From an optimization exercise on the open Yosys and OpenROAD flow, aimed at small area and a short achievable clock period; shortcuts taken in it are not production practice. At most, simulation tests tie the RTL to the original design; equivalence was not proved. Power figures rest on the tool's default switching activity, not on a simulated workload.

==> flow/design.v <==
module Top #(
   parameter N = 16
) (
   input TDI,
   input TMS,
   input TCK,
   input [N-1:0] sys_pin_a,
   input [N-1:0] sys_pin_b,
   input sys_pin_cin,
   input sys_pin_sel,
   output [N-1:0] sys_pin_sum,
   output sys_pin_co,
   output TDO
);
   localparam [3:0] TLR = 4'hF, RTI = 4'hC, SEL_DR = 4'h7, CAP_DR = 4'h6,
                    SH_DR = 4'h2, EX1_DR = 4'h1, PAU_DR = 4'h3, EX2_DR = 4'h0,
                    UPD_DR = 4'h5, SEL_IR = 4'h4, CAP_IR = 4'hE, SH_IR = 4'hA,
                    EX1_IR = 4'h9, PAU_IR = 4'hB, EX2_IR = 4'h8, UPD_IR = 4'hD;
   reg [3:0] st;
   reg [3:0] st_nx;
   always @(*) begin
      case (st)
         TLR:     st_nx = TMS ? TLR : RTI;
         RTI:     st_nx = TMS ? SEL_DR : RTI;
         SEL_DR:  st_nx = TMS ? SEL_IR : CAP_DR;
         CAP_DR:  st_nx = TMS ? EX1_DR : SH_DR;
         SH_DR:   st_nx = TMS ? EX1_DR : SH_DR;
         EX1_DR:  st_nx = TMS ? UPD_DR : PAU_DR;
         PAU_DR:  st_nx = TMS ? EX2_DR : PAU_DR;
         EX2_DR:  st_nx = TMS ? UPD_DR : SH_DR;
         UPD_DR:  st_nx = TMS ? SEL_DR : RTI;
         SEL_IR:  st_nx = TMS ? TLR : CAP_IR;
         CAP_IR:  st_nx = TMS ? EX1_IR : SH_IR;
         SH_IR:   st_nx = TMS ? EX1_IR : SH_IR;
         EX1_IR:  st_nx = TMS ? UPD_IR : PAU_IR;
         PAU_IR:  st_nx = TMS ? EX2_IR : PAU_IR;
         EX2_IR:  st_nx = TMS ? UPD_IR : SH_IR;
         default: st_nx = TMS ? SEL_DR : RTI;   
      endcase
   end
   always @(posedge TCK) st <= st_nx;
   wire shift_dr = (st == SH_DR);
   wire capture_dr = (st == CAP_DR);
   wire shift_ir = (st == SH_IR);
   wire capture_ir = (st == CAP_IR);
   wire update_dr = TMS & ((st == EX1_DR) | (st == EX2_DR));
   wire update_ir = TMS & ((st == EX1_IR) | (st == EX2_IR));
   wire reset_ir = TMS & ((st == TLR) | (st == SEL_IR));
   reg ir1_sr1, ir2_sr1;
   reg br1, br2;
   reg mode1, byp1, mode2, byp2;
   always @(posedge TCK) begin
      if (shift_ir) begin
         ir1_sr1 <= br1;
         ir2_sr1 <= br2;
      end else if (capture_ir) begin
         ir1_sr1 <= 1'b1;
         ir2_sr1 <= 1'b1;
      end
   end
   always @(posedge TCK) begin
      if (reset_ir) begin
         mode1 <= 1'b0;
         byp1  <= 1'b1;
         mode2 <= 1'b0;
         byp2  <= 1'b1;
      end else if (update_ir) begin
         mode1 <= ~br1;
         byp1  <= br1 & ir1_sr1;
         mode2 <= ~br2;
         byp2  <= br2 & ir2_sr1;
      end
   end
   wire sel = sys_pin_sel;
   wire a0 = sys_pin_a[0];
   wire b0 = sys_pin_b[0];
   wire [16:0] add1;
   wire [16:1] add1_c;   
   wire [15:0] add1_p;   
   FastAdd fa1 (.a(sys_pin_a), .b(sys_pin_b), .cin(sys_pin_cin), .s(add1), .cy(add1_c),
                .pr(add1_p));
   wire [16:0] fast1 = sel ? {a0, {11{b0}}, a0, 2'b00, a0 ^ b0, a0} : add1;
   reg [16:0] uo1, uf1, uo2, uf2;
   wire [16:0] s1 = mode1 ? uo1 : fast1;
   wire x2 = s1[0];
   wire [16:0] g2 = sel ? {x2, {12{x2}}, 3'b000, x2} : {s1[15], s1[14:0], s1[16]};
   wire pass = ~mode1 & ~mode2 & ~sel;
   wire xo = mode1 ? uo1[0] : a0;
   wire [16:0] other = mode2 ? uo2 :
                       sel ? {xo, {12{xo}}, 3'b000, xo} :
                       {uo1[15], uo1[14:0], uo1[16]};
   wire [16:0] outv;
   assign outv[0] = pass ? add1[16] : other[0];
   assign outv[1] = pass ? add1[0] : other[1];
   assign outv[2] = pass ? add1[1] : other[2];
   genvar k;
   generate
      for (k = 2; k < 16; k = k + 1) begin : ob
         wire x0 = pass ? add1_p[k] : other[k+1];
         wire x1 = pass ? ~add1_p[k] : other[k+1];
         assign outv[k+1] = add1_c[k] ? x1 : x0;
      end
   endgenerate
   assign sys_pin_sum = outv[15:0];
   assign sys_pin_co = outv[16];
   wire [16:0] adder1_out = mode1 ? uf1 : fast1;
   wire [16:0] adder2_out = mode2 ? uf2 : g2;
   reg [50:0] c1, c2;
   wire dr1 = byp1 ? br1 : c1[50];   
   wire [50:0] p1 = {adder1_out, sel, sys_pin_cin, sys_pin_b, sys_pin_a};
   wire [50:0] p2 = {adder2_out, sel, s1[16], s1[15:0], s1[15:0]};
   wire hold_dr = (st == EX1_DR) | (st == PAU_DR) | (st == EX2_DR);
   wire shift_any = shift_dr | shift_ir;
   wire capture_any = capture_dr | capture_ir;
   wire load_dr = ~(shift_dr | hold_dr | update_dr);
   wire load_dr1 = ~(shift_dr | hold_dr);
   always @(posedge TCK) begin
      c1[33:0] <= ({34{shift_dr}} & {c1[32:0], TDI}) | ({34{hold_dr & ~update_dr}} & c1[33:0]) |
                  ({34{update_dr}} & c2[33:0]) | ({34{load_dr}} & p1[33:0]);
      c1[50:34] <= ({17{shift_dr}} & c1[49:33]) | ({17{hold_dr}} & c1[50:34]) |
                   ({17{load_dr1}} & p1[50:34]);
      c2 <= ({51{shift_dr}} & {c2[49:0], dr1}) | ({51{hold_dr}} & c2) | ({51{load_dr1}} & p2);
   end
   always @(posedge TCK) begin
      if (shift_any) begin
         br1 <= TDI;
         br2 <= shift_dr ? dr1 : ir1_sr1;
      end else if (capture_any) begin
         br1 <= 1'b0;
         br2 <= 1'b0;
      end
   end
   wire [16:0] r1;
   Ripple rip1 (.a(c1[15:0]), .b(c1[31:16]), .cin(c1[32]), .s(r1));
   wire ua1 = c1[0], ub1 = c1[16];
   wire [16:0] f1 = c1[33] ? {ua1, {11{ub1}}, ua1, 2'b00, ua1 ^ ub1, ua1} : r1;
   always @(posedge TCK) begin
      if (update_dr) begin
         uo1 <= c1[50:34];
         uo2 <= c2[50:34];
         uf1 <= f1;
      end
      if (st == UPD_DR) uf2 <= f1;
   end
   assign TDO = shift_ir ? ir2_sr1 : shift_dr ? (byp2 ? br2 : c2[50]) : 1'b0;
endmodule
module Ripple (
   input [15:0] a,
   input [15:0] b,
   input cin,
   output [16:0] s
);
   wire [16:0] c;
   assign c[0] = cin;
   genvar i;
   generate
      for (i = 0; i < 16; i = i + 1) begin : bit_
         assign s[i] = a[i] ^ b[i] ^ c[i];
         assign c[i+1] = (a[i] & b[i]) | (c[i] & (a[i] ^ b[i]));
      end
   endgenerate
   assign s[16] = c[16];
endmodule
module FastAdd (
   input [15:0] a,
   input [15:0] b,
   input cin,
   output [16:0] s,
   output [16:1] cy,
   output [15:0] pr
);
   wire [15:0] g0 = a & b;
   wire [15:0] p0 = a ^ b;
   wire [15:0] gp, pp;   
   wire [15:0] g1, p1, g2, p2, g3, p3, g4, p4;
   wire [15:0] gg, pg;   
   genvar i;
   generate
      for (i = 1; i < 16; i = i + 1) begin : pair
         assign gp[i] = g0[i] | (p0[i] & g0[i-1]);
         assign pp[i] = p0[i] & p0[i-1];
      end
      assign gp[0] = g0[0];
      assign pp[0] = p0[0];
      for (i = 0; i < 16; i = i + 1) begin : lvl
         if (i % 2 == 1) begin : l1a
            assign g1[i] = gp[i];
            assign p1[i] = pp[i];
         end else begin : l1b
            assign g1[i] = g0[i];
            assign p1[i] = p0[i];
         end
         if (i % 4 >= 2) begin : l2a
            assign g2[i] = g1[i] | (p1[i] & g1[i - (i % 4) + 1]);
            assign p2[i] = p1[i] & p1[i - (i % 4) + 1];
         end else begin : l2b
            assign g2[i] = g1[i];
            assign p2[i] = p1[i];
         end
         if (i % 8 >= 4) begin : l3a
            assign g3[i] = g2[i] | (p2[i] & g2[i - (i % 8) + 3]);
            assign p3[i] = p2[i] & p2[i - (i % 8) + 3];
         end else begin : l3b
            assign g3[i] = g2[i];
            assign p3[i] = p2[i];
         end
         if (i % 16 >= 8) begin : l4a
            assign g4[i] = g3[i] | (p3[i] & g3[i - (i % 16) + 7]);
            assign p4[i] = p3[i] & p3[i - (i % 16) + 7];
         end else begin : l4b
            assign g4[i] = g3[i];
            assign p4[i] = p3[i];
         end
         if (i == 2 || i == 4 || i == 8) begin : pw
            assign gg[i] = gp[i] | (pp[i] & gg[i-2]);
            assign pg[i] = pp[i] & pg[i-2];
         end else begin : sk
            assign gg[i] = g4[i];
            assign pg[i] = p4[i];
         end
      end
   endgenerate
   wire [16:1] c = gg | (pg & {16{cin}});
   assign s[0] = p0[0] ^ cin;
   assign s[1] = cin ? (p0[1] ^ (a[0] | b[0])) : (p0[1] ^ g0[0]);
   assign s[15:2] = p0[15:2] ^ c[15:2];
   assign s[16] = c[16];
   assign cy = c;
   assign pr = p0;
endmodule
clock: 24.0 ns
lec_check: 0
cap_margin: 20
core_margin: 2
core_utilization: 40
cts_buf_list: sky130_fd_sc_hd__clkbuf_8
slew_margin: 20
standard.sh (not shown) runs the stock make flow with config.mk's settings and CLKGATE_MAP_FILE= SYNTH_SCRIPT=/design/flow/synth_recipe.tcl, a recipe that flattens the netlist after the stock synthesis.
==> flow/flow/run.sh <==
#!/bin/bash
# Standard synthesis, then the standard layout with: timing repair that
# aims for extra setup slack (so the input-to-output paths are optimised
# beyond what the clock period needs), cell sizing not limited to the same
# footprint, and a stronger buffer on each port.
set -euo pipefail
MARGIN=$(cat flow/margin.txt)
bash standard.sh synth > synth.log 2>&1
bash standard.sh SETUP_SLACK_MARGIN=$MARGIN MATCH_CELL_FOOTPRINT=0 \
  "BUFFER_PORTS_ARGS=-buffer_cell sky130_fd_sc_hd__buf_4" finish > layout.log 2>&1
==> flow/flow/margin.txt <==
13
Next try:
--- a/flow/design.v
+++ b/flow/design.v
@@ -72,38 +72,24 @@
       end
    end
    wire sel = sys_pin_sel;
    wire a0 = sys_pin_a[0];
    wire b0 = sys_pin_b[0];
    wire [16:0] add1;
-   wire [16:1] add1_c;   
-   wire [15:0] add1_p;   
-   FastAdd fa1 (.a(sys_pin_a), .b(sys_pin_b), .cin(sys_pin_cin), .s(add1), .cy(add1_c),
-                .pr(add1_p));
+   FastAdd fa1 (.a(sys_pin_a), .b(sys_pin_b), .cin(sys_pin_cin), .s(add1));
    wire [16:0] fast1 = sel ? {a0, {11{b0}}, a0, 2'b00, a0 ^ b0, a0} : add1;
    reg [16:0] uo1, uf1, uo2, uf2;
    wire [16:0] s1 = mode1 ? uo1 : fast1;
    wire x2 = s1[0];
    wire [16:0] g2 = sel ? {x2, {12{x2}}, 3'b000, x2} : {s1[15], s1[14:0], s1[16]};
    wire pass = ~mode1 & ~mode2 & ~sel;
    wire xo = mode1 ? uo1[0] : a0;
    wire [16:0] other = mode2 ? uo2 :
                        sel ? {xo, {12{xo}}, 3'b000, xo} :
                        {uo1[15], uo1[14:0], uo1[16]};
-   wire [16:0] outv;
-   assign outv[0] = pass ? add1[16] : other[0];
-   assign outv[1] = pass ? add1[0] : other[1];
-   assign outv[2] = pass ? add1[1] : other[2];
-   genvar k;
-   generate
-      for (k = 2; k < 16; k = k + 1) begin : ob
-         wire x0 = pass ? add1_p[k] : other[k+1];
-         wire x1 = pass ? ~add1_p[k] : other[k+1];
-         assign outv[k+1] = add1_c[k] ? x1 : x0;
-      end
-   endgenerate
+   wire [16:0] outv = pass ? {add1[15], add1[14:0], add1[16]} : other;
    assign sys_pin_sum = outv[15:0];
    assign sys_pin_co = outv[16];
    wire [16:0] adder1_out = mode1 ? uf1 : fast1;
    wire [16:0] adder2_out = mode2 ? uf2 : g2;
    reg [50:0] c1, c2;
    wire dr1 = byp1 ? br1 : c1[50];   
@@ -162,30 +148,28 @@
    assign s[16] = c[16];
 endmodule
 module FastAdd (
    input [15:0] a,
    input [15:0] b,
    input cin,
-   output [16:0] s,
-   output [16:1] cy,
-   output [15:0] pr
+   output [16:0] s
 );
-   wire [15:0] g0 = a & b;
-   wire [15:0] p0 = a ^ b;
-   wire [15:0] gp, pp;   
-   wire [15:0] g1, p1, g2, p2, g3, p3, g4, p4;
-   wire [15:0] gg, pg;   
+   wire [16:0] g0 = {a & b, cin};
+   wire [16:0] p0 = {a ^ b, 1'b0};
+   wire [16:0] gp, pp;
+   wire [16:0] g1, p1, g2, p2, g3, p3, g4, p4;
+   wire [16:0] c;   
    genvar i;
    generate
-      for (i = 1; i < 16; i = i + 1) begin : pair
+      for (i = 1; i < 17; i = i + 1) begin : pair
          assign gp[i] = g0[i] | (p0[i] & g0[i-1]);
          assign pp[i] = p0[i] & p0[i-1];
       end
       assign gp[0] = g0[0];
       assign pp[0] = p0[0];
-      for (i = 0; i < 16; i = i + 1) begin : lvl
+      for (i = 0; i < 17; i = i + 1) begin : lvl
          if (i % 2 == 1) begin : l1a
             assign g1[i] = gp[i];
             assign p1[i] = pp[i];
          end else begin : l1b
             assign g1[i] = g0[i];
             assign p1[i] = p0[i];
@@ -208,23 +192,20 @@
             assign g4[i] = g3[i] | (p3[i] & g3[i - (i % 16) + 7]);
             assign p4[i] = p3[i] & p3[i - (i % 16) + 7];
          end else begin : l4b
             assign g4[i] = g3[i];
             assign p4[i] = p3[i];
          end
-         if (i == 2 || i == 4 || i == 8) begin : pw
-            assign gg[i] = gp[i] | (pp[i] & gg[i-2]);
-            assign pg[i] = pp[i] & pg[i-2];
+      end
+   endgenerate
+   generate
+      for (i = 0; i < 17; i = i + 1) begin : cy
+         if (i == 2 || i == 4 || i == 8 || i == 16) begin : pw
+            assign c[i] = gp[i] | (pp[i] & c[i-2]);
          end else begin : sk
-            assign gg[i] = g4[i];
-            assign pg[i] = p4[i];
+            assign c[i] = g4[i];
          end
       end
    endgenerate
-   wire [16:1] c = gg | (pg & {16{cin}});
-   assign s[0] = p0[0] ^ cin;
-   assign s[1] = cin ? (p0[1] ^ (a[0] | b[0])) : (p0[1] ^ g0[0]);
-   assign s[15:2] = p0[15:2] ^ c[15:2];
+   assign s[15:0] = p0[16:1] ^ c[15:0];
    assign s[16] = c[16];
-   assign cy = c;
-   assign pr = p0;
 endmodule
After rerunning: The changed run went through all stages and came out clean. Critical path depth goes down by 2. Synthesized cell count goes up by 3.4%. Clock skew stays flat. Core utilization goes down by 1.6 points. Total power goes down by 0.55%. Count of clock-buffer cells in the layout stays the same. Synthesized area goes up by 3.8%. Final area is about the same. Sequential cell count is unchanged. Fmax goes up by 1.7%. Routed wire length goes up by 6.1%. Combinational power goes down by about 0.9%. Global-route usage goes up by 1.1 points.
For the second run of this note, only the layout was checked, not whether the RTL still works.

afterwards: timing with drivers on the ports:
The flow's constraints put no driver on any port. The routed layouts listed below were extracted and timed again, unchanged, in two steps. Step 1 (the two cells are an assumption about what drives the block):
set clk [get_ports {TCK}]
set_driving_cell -lib_cell sky130_fd_sc_hd__clkbuf_16 $clk
set_driving_cell -lib_cell sky130_fd_sc_hd__buf_2 [delete_from_list [all_inputs] $clk]
Step 2, shift: input delay + t, output delay - t, t = (earliest + latest rising clock arrival at the registers) / 2. This alone moves slack from input paths to output paths. Three values: no drivers, after step 1, after step 2; two values: the first two.
| run | shift t [ns] | setup WS [ns] | worst setup path at the end | worst register clock-pin slew, ns |
|---|---|---|---|---|
| the first run | 0.506 | 12.233 / 12.162 / 12.162 | input to output | 0.10 / 0.10 |
| the second run | 0.509 | 12.436 / 12.398 / 12.398 | input to output | 0.10 / 0.10 |
After both steps setup and hold are still met in every run listed. For the first run, which loses most, drivers alone change the setup slack by -0.071 ns; drivers and shift together by -0.071 ns.
